Context: an optimization exercise on an open-source flow, tuned for small area, a short achievable clock period and few clock cycles. The choices shown serve that exercise and are no tape-out recipe. Function was checked by simulation only, so behaviour that the tests miss may differ from the original. No activity file was given, so power comes from the tool's default toggle rates.

// apb_top
module apb_top(
    input        pclk,
    input        presetn,
    input        start,
    input        write,
    input [31:0] addr,
    input [31:0] wdata,
    input [3:0]  strb,
    input [2:0]  prot,
    output [31:0] rdata,
    output        done,
    output        error
);
export LEC_CHECK = 0
export CAP_MARGIN = 20
export CORE_MARGIN = 2
export CORE_UTILIZATION = 40
export CTS_BUF_LIST = sky130_fd_sc_hd__clkbuf_16
export CTS_CLUSTER_DIAMETER = 100
export CTS_CLUSTER_SIZE = 30
export SETUP_SLACK_MARGIN = 2.0
export SLEW_MARGIN = 20
create_clock -name core_clock -period 4.0 [get_ports {pclk}]
standard.sh (not shown) runs the stock make flow with config.mk's settings and CLKGATE_MAP_FILE= SYNTH_SCRIPT=/design/flow/synth_recipe.tcl, a recipe that flattens the netlist after the stock synthesis.
==> flow/flow/run.sh <==
#!/bin/bash
# The standard layout (bash standard.sh), with the port buffers that
# buffer_ports inserts made of a plain buffer cell instead of the delay cell it
# picks by default. ORFS writes each step's full log under orfs/logs/; make's
# own output goes to make_finish.log here.
set -euo pipefail
bash standard.sh "BUFFER_PORTS_ARGS=-buffer_cell sky130_fd_sc_hd__buf_2" finish > make_finish.log 2>&1
Testbench counts at the start, summed over its fixed seeds: cycles 3,200.
Edit:
--- a/flow/flow/run.sh
+++ b/flow/flow/run.sh
@@ -7 +7 @@
-bash standard.sh "BUFFER_PORTS_ARGS=-buffer_cell sky130_fd_sc_hd__buf_2" finish > make_finish.log 2>&1
+bash standard.sh "BUFFER_PORTS_ARGS=-buffer_cell sky130_fd_sc_hd__buf_1" finish > make_finish.log 2>&1
Settings changed: ABC_CLOCK_PERIOD_IN_PS set to 1200, CORE_UTILIZATION 40 to 60.
Effect: Via count increases by 5.3%; final area came out lower by 2.5%; sequential power hardly moves; synthesized cell count does not change; worst setup slack is worse by 43 ps.
Edit:
==> flow/run.sh (new file) <==
#!/bin/bash
# synth_recipe.tcl (not shown) runs the flow's synth.tcl, then flattens the netlist and writes it again
# the make line also repeats each setting of config.mk as NAME=value (left out here)
make -C /OpenROAD-flow-scripts/flow DESIGN_CONFIG=/design/flow/config.mk WORK_HOME=/design/flow/orfs CLKGATE_MAP_FILE= SYNTH_SCRIPT=/design/flow/synth_recipe.tcl finish
Settings changed: ABC_CLOCK_PERIOD_IN_PS 1200 to not set, CORE_UTILIZATION 60 to 40, CTS_BUF_LIST sky130_fd_sc_hd__clkbuf_16 to not set, CTS_CLUSTER_DIAMETER 100 to not set, CTS_CLUSTER_SIZE 30 to not set, SETUP_SLACK_MARGIN 2.0 to not set.
removed: flow/flow/run.sh
removed: flow/standard.sh
What happened:
- design area climbs by 1.7%
- critical path depth went down by 2
- routed wire length went down by 6.0%
- sequential power hardly moves
- worst setup slack loses 580 ps
- total power climbs by 27%
- non-clock buffer count falls by 47
Edit:
==> flow/flow/run.sh (new file) <==
#!/bin/bash
# The standard layout (bash standard.sh), with the port buffers that
# buffer_ports inserts made of a plain buffer cell instead of the delay cell it
# picks by default. ORFS writes each step's full log under orfs/logs/; make's
# own output goes to make_finish.log here.
set -euo pipefail
bash standard.sh "BUFFER_PORTS_ARGS=-buffer_cell sky130_fd_sc_hd__buf_2" finish > make_finish.log 2>&1
==> flow/standard.sh (new file) <==
#!/bin/bash
# synth_recipe.tcl (not shown) runs the flow's synth.tcl, then flattens the netlist and writes it again
# the make line also repeats each setting of config.mk as NAME=value (left out here)
make -C /OpenROAD-flow-scripts/flow DESIGN_CONFIG=/design/flow/config.mk WORK_HOME=/design/flow/orfs CLKGATE_MAP_FILE= SYNTH_SCRIPT=/design/flow/synth_recipe.tcl "${@:-finish}"
Settings changed: ABC_CLOCK_PERIOD_IN_PS set to 1200, CORE_UTILIZATION 40 to 60, CTS_BUF_LIST set to sky130_fd_sc_hd__clkbuf_16, CTS_CLUSTER_DIAMETER set to 60, CTS_CLUSTER_SIZE set to 20, SETUP_SLACK_MARGIN set to 2.0.
removed: flow/run.sh
What happened: Via count increases by 1.9%. Count of clock-buffer cells in the layout falls by 23. Clock skew climbs by 3.7 ps. Wire length increases by 1.3%. Power drops by 16%. Core utilization goes up by 24 points. Cell area goes down by 2.0%. Synthesized area stays the same.
Edit:
Settings changed: ABC_CLOCK_PERIOD_IN_PS 1200 to not set, CORE_UTILIZATION 60 to 40, CTS_BUF_LIST sky130_fd_sc_hd__clkbuf_16 to not set, CTS_CLUSTER_DIAMETER 60 to not set, CTS_CLUSTER_SIZE 20 to not set, SETUP_SLACK_MARGIN 2.0 to not set.
The new run completed with no timing, DRC or antenna violations.
Setup slack is worse by 180 ps.
Final area is lower by 3.0%.
Sequential power is about the same.
Die area goes up by 48%.
Non-clock buffer count falls by 21.
Utilization goes down by 26 points.
Clock skew barely changes.
First-iteration DRC count went down by 20%.
Wire length is about the same.
Clock power grows by about 46%.
Edit:
Settings changed: CTS_BUF_LIST set to sky130_fd_sc_hd__clkbuf_8 sky130_fd_sc_hd__clkbuf_16, CTS_CLUSTER_DIAMETER set to 50, CTS_CLUSTER_SIZE set to 16, SETUP_SLACK_MARGIN set to 2.3.
First-iteration DRC count climbs by 10%.
Setup slack gains 150 ps.
Area after synthesis stays the same.
Cell area went up by 10%.


apb_top, a different RTL version from the one above (not shown whole).
For scale: about 110 I/O pins.
export LEC_CHECK = 0
export ABC_CLOCK_PERIOD_IN_PS = 1200
export CAP_MARGIN = 20
export CORE_MARGIN = 2
export CORE_UTILIZATION = 40
export CTS_BUF_LIST = sky130_fd_sc_hd__clkbuf_8
export CTS_CLUSTER_DIAMETER = 50
export CTS_CLUSTER_SIZE = 16
export SETUP_SLACK_MARGIN = 2.1
export SLEW_MARGIN = 20
create_clock -name core_clock -period 4.0 [get_ports {pclk}]
==> flow/flow/run.sh <==
#!/bin/bash
# The standard layout (bash standard.sh), with the port buffers that
# buffer_ports inserts made of a plain buffer cell instead of the delay cell it
# picks by default. ORFS writes each step's full log under orfs/logs/; make's
# own output goes to make_finish.log here.
set -euo pipefail
bash standard.sh "BUFFER_PORTS_ARGS=-buffer_cell sky130_fd_sc_hd__buf_2" finish > make_finish.log 2>&1
The starting point completed with no timing, DRC or antenna violations.
Testbench counts at the start, summed over its fixed seeds: cycles 3,200.
Rerun with:
- CORE_UTILIZATION: 40 -> 50
The new run completed with no timing, DRC or antenna violations. Clock power went up by about 5%. Register-to-register slack stays flat. Die area went down by 20%.
Rerun with:
- CORE_UTILIZATION: 50 -> 60
- SETUP_SLACK_MARGIN: 2.1 -> 1.9
- The new run went through all stages and came out clean
- die area shrinks by about 16%
- worst hold slack gains 0.038 ns
- count of clock-buffer cells in the layout grows by 1
- setup slack loses 0.17 ns
- routed wire length shrinks by about 3.4%
- cell count shrinks by 5.2%
- sequential power barely changes
- flip-flop and latch count does not change
- critical path depth grows by 6
- clock skew grows by 0.012 ns
- maximum frequency shrinks by 8.3%
Rerun with:
- SETUP_SLACK_MARGIN: 1.9 -> 2.2
Effect:
- worst hold slack is worse by 0.034 ns
- routed wire length increases by roughly a tenth
- maximum frequency increases by a little under a tenth
- total power increases by a few percent
- critical path depth stays the same
- combinational power increases by about a fifth
- via count increases by a few percent


Setup of run 1:
Starting RTL as in the previous note.
==> flow/config.mk <==
export PLATFORM = sky130hd
export DESIGN_NAME = apb_top
export DESIGN_NICKNAME = apb_top
export VERILOG_FILES = /design/flow/design.v
export SDC_FILE = /design/flow/constraint.sdc
export NUM_CORES = 4
export LEC_CHECK = 0
export ABC_CLOCK_PERIOD_IN_PS = 1200
export CAP_MARGIN = 20
export CORE_MARGIN = 2
export CORE_UTILIZATION = 60
export CTS_BUF_LIST = sky130_fd_sc_hd__clkbuf_16
export CTS_CLUSTER_DIAMETER = 60
export CTS_CLUSTER_SIZE = 20
export SETUP_SLACK_MARGIN = 2.2
export SLEW_MARGIN = 20
==> flow/constraint.sdc <==
create_clock -name core_clock -period 4.0 [get_ports {pclk}]
set_input_delay 0.8000 -clock core_clock [delete_from_list [all_inputs] [get_ports {pclk}]]
set_output_delay 0.8000 -clock core_clock [all_outputs]
set_load 0.01 [all_outputs]
Scripts as last shown in full above: flow/flow/run.sh
Both conditions hold for run 1: the flow ran to the end and the final layout passed the timing, design-rule and antenna checks.
Testbench counts of run 1, summed over its fixed seeds: cycles 3,200.
[inputs] run 2 vs run 1
Settings: SETUP_SLACK_MARGIN now 2.0, was 2.2; ABC_CLOCK_PERIOD_IN_PS now 400, was 1200.
Results
- Worst-case hold slack ended up 0.031 ns higher on run 2 than on run 1.
- Compared with run 1, run 2 shows a lower post-CTS resize count.
- Looking at run 1 and run 2, the clock-pin transition on the worst setup and hold timing paths is a wash.
- Compared with run 1, in run 2 growth of design area from synthesis to finish -13 points; total power +about 0.64%.
- Taking run 1 as the reference, in run 2 filler-free cell count of the finished design fell by about 1.7%; non-clock buffer area fraction after layout went down 3.0 points.
[inputs] run 3 vs run 2
Settings: ABC_CLOCK_PERIOD_IN_PS: 400 -> unset; ABC_AREA: unset -> 1; CTS_BUF_LIST: sky130_fd_sc_hd__clkbuf_16 -> sky130_fd_sc_hd__clkbuf_8; CTS_CLUSTER_SIZE: 20 -> 16; CTS_CLUSTER_DIAMETER: 60 -> 50.
Notes after the runs:
Having completed the whole flow, run 3 delivered a layout that passed the timing, design-rule and antenna checks. Comparing run 3 and run 2, the higher critical path depth is on run 3. Number of design-rule violations left by the first detailed-router iteration ended up 130% higher on run 3 than on run 2. Compared with run 2, wire length of the first global-routing pass in run 3 increased by more than a quarter. Worst slack at placement ends up higher on run 3. Compare run 3 and run 2 | synthesized area per cell lower: run 3.
### run 3 -> run 4
Settings: putting ABC_CLOCK_PERIOD_IN_PS at 1200 where nothing was set; clearing ABC_AREA, which used to be 1.
[summary]
- Run 4 closes out successfully: all stages finished, all timing, DRC and antenna checks passed.
- Against run 3, the final cell area of run 4 is lower.
- Run 4 vs. run 3: largest driver fanout on the critical path saw a decrease, total power moved down.
- Of run 4 and run 3, the run reporting the lower total of clock buffers placed in the layout was run 4.
- Proportion of final cell area spent on non-clock buffers: run 4 lower than run 3
- Run 3 → run 4: leakage component of the power went down about 40%, critical path depth went down 1.
- Taking run 3 as the reference, in run 4 setup slack climbed 0.0037 ns, post-route minimum period decreased by 0.0037 ns relative to the old numbers.
The following lists how run 5 was set up differently from run 4:
Settings: CORE_UTILIZATION: 60 -> 45; SETUP_SLACK_MARGIN: 2.0 -> 2.1.
Findings:
- Effective utilization at floorplan down 16 points in run 5 wrt run 4
- The die of run 5 is larger than the one used in run 4.
- Compared with run 4, run 5 shows total power higher by 180 uW.
- On global-route wire length before repair, run 5 and run 4 are basically level.
- Run 4 ended up with fewer cell instances than run 5 did.
- Run 5 — post-route core utilization 16 points lower, run 4 as reference
diff inputs: run 5 => run 6
Settings: swapping 2.1 for 2.0 in SETUP_SLACK_MARGIN; swapping 45 for 60 in CORE_UTILIZATION; swapping 16 for 30 in CTS_CLUSTER_SIZE; swapping sky130_fd_sc_hd__clkbuf_8 for sky130_fd_sc_hd__clkbuf_16 in CTS_BUF_LIST; swapping 50 for 100 in CTS_CLUSTER_DIAMETER.
==> comparison <==
Run 6 | stages: all done | timing, DRC, antenna: all pass
Run 5: full flow OK, the timing, design-rule and antenna checks passed
Compared with run 5, run 6 shows a via count that is 2.9% higher.
Taking run 5 as the reference, in run 6 growth of design area from synthesis to finish went up; area taken by flip-flops and latches did not really move.
Compared with run 5, in run 6 biggest cell delay along the critical path has decreased; leakage power figure has remained practically unchanged.
Measured against run 5, the total power of run 6 comes out at 0.862 times the reference value.
The global-route wire length before repair on run 5 is in line with that on run 6.
Run 6 reports a higher time the final worst path needs with I/O delays and setup than run 5 does.


Starting RTL as in the previous note.
export LEC_CHECK = 0
export ABC_CLOCK_PERIOD_IN_PS = 1200
export CAP_MARGIN = 20
export CORE_MARGIN = 2
export CORE_UTILIZATION = 60
export CTS_BUF_LIST = sky130_fd_sc_hd__clkbuf_8
export CTS_CLUSTER_DIAMETER = 50
export CTS_CLUSTER_SIZE = 16
export SETUP_SLACK_MARGIN = 2.1
export SLEW_MARGIN = 20
create_clock -name core_clock -period 4.0 [get_ports {pclk}]
Scripts as last shown in full above: flow/flow/run.sh
Testbench counts at the start, summed over its fixed seeds: cycles 3,200.
Next try:
--- a/flow/flow/run.sh
+++ b/flow/flow/run.sh
@@ -7 +7 @@
-bash standard.sh "BUFFER_PORTS_ARGS=-buffer_cell sky130_fd_sc_hd__buf_2" finish > make_finish.log 2>&1
+bash standard.sh "BUFFER_PORTS_ARGS=-buffer_cell sky130_fd_sc_hd__buf_2" MATCH_CELL_FOOTPRINT=0 finish > make_finish.log 2>&1
Settings changed: CTS_BUF_LIST sky130_fd_sc_hd__clkbuf_8 to sky130_fd_sc_hd__clkbuf_16, CTS_CLUSTER_DIAMETER 50 to 60, CTS_CLUSTER_SIZE 16 to 20, SETUP_SLACK_MARGIN 2.1 to 2.2.
Sequential share of layout area drops by 4.8 points. Power drops by 3.9%. Synthesized cell count does not change. Synthesized area is unchanged. Sequential power is about the same. Register-to-register slack gets worse by 0.21 ns. Routed wire length goes up by 18%. Clock-buffer cell count is lower by 13. Via count is higher by 6.2%.
Next try:
--- a/flow/flow/run.sh
+++ b/flow/flow/run.sh
@@ -7 +7 @@
-bash standard.sh "BUFFER_PORTS_ARGS=-buffer_cell sky130_fd_sc_hd__buf_2" MATCH_CELL_FOOTPRINT=0 finish > make_finish.log 2>&1
+bash standard.sh "BUFFER_PORTS_ARGS=-buffer_cell sky130_fd_sc_hd__buf_2" finish > make_finish.log 2>&1
Settings changed: CTS_BUF_LIST sky130_fd_sc_hd__clkbuf_16 to sky130_fd_sc_hd__clkbuf_8, CTS_CLUSTER_DIAMETER 60 to 50, CTS_CLUSTER_SIZE 20 to 16, SETUP_SLACK_MARGIN 2.2 to 2.0, SYNTH_HIERARCHICAL from default to 1, SYNTH_MINIMUM_KEEP_SIZE from default to 0.
After rerunning: Maximum frequency went down by 3.0%; clock power goes up by 11%; cell area went down by 14%; via count drops by 10%; hold slack gets worse by 0.091 ns; routed wire length came out lower by 28%; global-route usage goes down by 7.9 points; power went up by 1.3%; setup slack degrades by 0.065 ns; combinational power shrinks by 55%; sequential power barely changes.
Next try:
Settings changed: CTS_BUF_LIST sky130_fd_sc_hd__clkbuf_8 to sky130_fd_sc_hd__clkbuf_16, CTS_CLUSTER_DIAMETER 50 to 60, CTS_CLUSTER_SIZE 16 to 20, SYNTH_HIERARCHICAL 1 to default, SYNTH_MINIMUM_KEEP_SIZE 0 to default.
Outcome: Non-clock buffer count went up by 49; worst setup slack is better by 0.13 ns; final area rose by a few percent; total power is lower by a few percent; clock-buffer cell count shrinks by 14; register-to-register slack is better by 0.26 ns; wire length goes up by about a fifth; cell count came out lower by a few percent.
Next try:
Settings changed: SETUP_SLACK_MARGIN 2.0 to 1.7.
Outcome: Utilization came out lower by 1.8 points; maximum frequency goes down by about 13%; wire length increases by 0.76%.
Next try:
--- a/flow/flow/run.sh
+++ b/flow/flow/run.sh
@@ -7 +7 @@
-bash standard.sh "BUFFER_PORTS_ARGS=-buffer_cell sky130_fd_sc_hd__buf_2" finish > make_finish.log 2>&1
+bash standard.sh "BUFFER_PORTS_ARGS=-buffer_cell sky130_fd_sc_hd__buf_2" MATCH_CELL_FOOTPRINT=0 finish > make_finish.log 2>&1
Settings changed: SETUP_SLACK_MARGIN 1.7 to 2.0.
What happened:
- final area climbs by 2.6%
- core utilization climbs by 1.8 points
- non-clock buffer count climbs by 23
- total power drops by about 2.3%
- count of clock-buffer cells in the layout drops by 2
- fmax climbs by 14%
- cell count climbs by 1.5%
- flip-flop and latch count stays the same
- routed wire length drops by about 0.6%
- worst hold slack gets better by 0.019 ns
- worst setup slack gets better by 0.29 ns


Setup of job 101:
apb_top again, from the RTL that the note above started with.
Settings: LEC_CHECK=0, ABC_CLOCK_PERIOD_IN_PS=1200, CAP_MARGIN=20, CORE_MARGIN=2, CORE_UTILIZATION=60, CTS_BUF_LIST=sky130_fd_sc_hd__clkbuf_8, CTS_CLUSTER_DIAMETER=50, CTS_CLUSTER_SIZE=16, SETUP_SLACK_MARGIN=2.3, SLEW_MARGIN=20; clock period 4.0 ns.
==> flow/flow/run.sh <==
#!/bin/bash
# The standard layout (bash standard.sh), with the port buffers that
# buffer_ports inserts made of a plain buffer cell instead of the delay cell it
# picks by default. ORFS writes each step's full log under orfs/logs/; make's
# own output goes to make_finish.log here.
set -euo pipefail
bash standard.sh "BUFFER_PORTS_ARGS=-buffer_cell sky130_fd_sc_hd__buf_2" finish > make_finish.log 2>&1
Job 101: PASS, flow complete, no timing, DRC or antenna violations
Testbench counts of job 101, summed over its fixed seeds: cycles 3,200.
Input changes introduced in job 102 (baseline for comparison: job 101):
Settings: swapping 2.3 for 2.15 in SETUP_SLACK_MARGIN.
Findings:
Job 102: clock insertion delay at the later pin of the skew report 0.04 ns above job 101
Comparing total power divided by cell area for job 101 and job 102, the smaller number came from job 101.
Every stage of the flow completed for job 102, and the final layout passed the timing, design-rule and antenna checks.
Between job 102 and job 101, it is job 102 whose post-route standard cell area excluding fillers is lower, by about 9%.
## Diff of input files: job 103 against job 102
Settings: swapping 60 for 70 in CORE_UTILIZATION; swapping 2.15 for 2.0 in SETUP_SLACK_MARGIN.
--- outcome ---
Depth of the most critical reg-to-reg path in job 103 vs job 102: down 2
The capturing element of the worst setup path comes out slave0.regfile[2][15]$_DFF_P_ in one run and rdata_q[31]$_DFF_P_ in the other, namely in job 102 and job 103 respectively.
Routed length on met3 up about 30% in job 103 wrt job 102
Against job 102, area of the multi-input gates in job 103 fell by more than 10%.

-- port drivers added, routing unchanged --
How much do the figures lean on ideal ports? The routed layouts below were timed once more, with nothing changed but the port constraints. Step 1 sets driving cells, clkbuf_16 on the clock port and buf_2 on the other inputs (assumed; they add their load-dependent delay and slew). Step 2 moves the port delays by t, midway between the first and last clock arrival at a register: inputs arrive t later, outputs are due t later. That takes back most of the time a late clock gives input paths. a / b / c = no drivers / after step 1 / after step 2; a / b = the first two.
run | t (ns) | slack for setup (ns) | hold WS [ns] | clock arrival spread, ns | worst slew at a driven data input, ns
the first run of note 1 | 0.536 | 2.003 / 2.014 / 1.479 | 0.143 / 0.112 / 0.472 | 0.025 / 0.025 | 0.09
the second run of note 1 | 0.528 | 1.959 / 1.971 / 1.444 | 0.282 / 0.260 / 0.478 | 0.016 / 0.015 | 0.06
the third run of note 1 | 0.579 | 1.380 / 1.395 / 0.817 | 0.472 / 0.472 / 0.472 | 0.009 / 0.009 | 0.04
the fourth run of note 1 | 0.540 | 2.014 / 2.040 / 1.500 | 0.152 / 0.134 / 0.476 | 0.015 / 0.014 | 0.04
the fifth run of note 1 | 0.577 | 1.830 / 1.848 / 1.271 | 0.124 / 0.100 / 0.474 | 0.009 / 0.009 | 0.04
the sixth run of note 1 | 0.568 | 1.983 / 2.009 / 1.441 | 0.143 / 0.118 / 0.468 | 0.015 / 0.014 | 0.08
the first run of note 2 | 0.641 | 2.088 / 2.042 / 1.486 | 0.063 / 0.068 / 0.467 | 0.037 / 0.037 | 0.05
the second run of note 2 | 0.635 | 2.109 / 2.066 / 1.505 | 0.055 / 0.040 / 0.471 | 0.022 / 0.022 | 0.04
the third run of note 2 | 0.601 | 1.938 / 1.947 / 1.347 | 0.093 / 0.081 / 0.467 | 0.032 / 0.033 | 0.05
the fourth run of note 2 | 0.621 | 2.077 / 2.052 / 1.461 | 0.059 / 0.039 / 0.470 | 0.025 / 0.025 | 0.06
run 1 | 0.550 | 1.993 / 2.005 / 1.455 | 0.140 / 0.116 / 0.467 | 0.022 / 0.022 | 0.06
run 2 | 0.544 | 2.005 / 2.025 / 1.482 | 0.171 / 0.160 / 0.468 | 0.015 / 0.015 | 0.04
run 3 | 0.597 | 2.025 / 2.003 / 1.449 | 0.115 / 0.092 / 0.463 | 0.025 / 0.025 | 0.12
run 4 | 0.625 | 2.029 / 2.051 / 1.426 | 0.062 / 0.054 / 0.469 | 0.041 / 0.040 | 0.05
run 5 | 0.629 | 2.089 / 2.078 / 1.481 | 0.088 / 0.070 / 0.469 | 0.029 / 0.029 | 0.05
run 6 | 0.533 | 1.880 / 1.886 / 1.353 | 0.171 / 0.157 / 0.474 | 0.015 / 0.014 | 0.05
the first run of note 4 | 0.625 | 2.049 / 2.006 / 1.526 | 0.052 / 0.038 / 0.471 | 0.025 / 0.025 | 0.06
the second run of note 4 | 0.546 | 1.936 / 1.953 / 1.406 | 0.138 / 0.115 / 0.469 | 0.041 / 0.041 | 0.06
the third run of note 4 | 0.635 | 1.871 / 1.879 / 1.244 | 0.048 / 0.028 / 0.480 | 0.020 / 0.020 | 0.07
the fourth run of note 4 | 0.544 | 2.005 / 2.025 / 1.482 | 0.171 / 0.160 / 0.468 | 0.015 / 0.015 | 0.04
the fifth run of note 4 | 0.547 | 1.718 / 1.737 / 1.190 | 0.152 / 0.131 / 0.469 | 0.026 / 0.026 | 0.05
the sixth run of note 4 | 0.545 | 2.006 / 2.026 / 1.481 | 0.171 / 0.159 / 0.468 | 0.014 / 0.014 | 0.04
job 101 | 0.587 | 1.959 / 1.960 / 1.374 | 0.104 / 0.082 / 0.473 | 0.038 / 0.037 | 0.07
job 102 | 0.637 | 2.036 / 2.048 / 1.411 | 0.052 / 0.030 / 0.468 | 0.024 / 0.025 | 0.06
job 103 | 0.621 | 2.003 / 2.003 / 1.382 | 0.079 / 0.062 / 0.473 | 0.025 / 0.026 | 0.05
After both steps setup and hold are still met in every run listed. For the third run of note 4, which loses most, drivers alone change the setup slack by +0.008 ns; drivers and shift together by -0.627 ns.
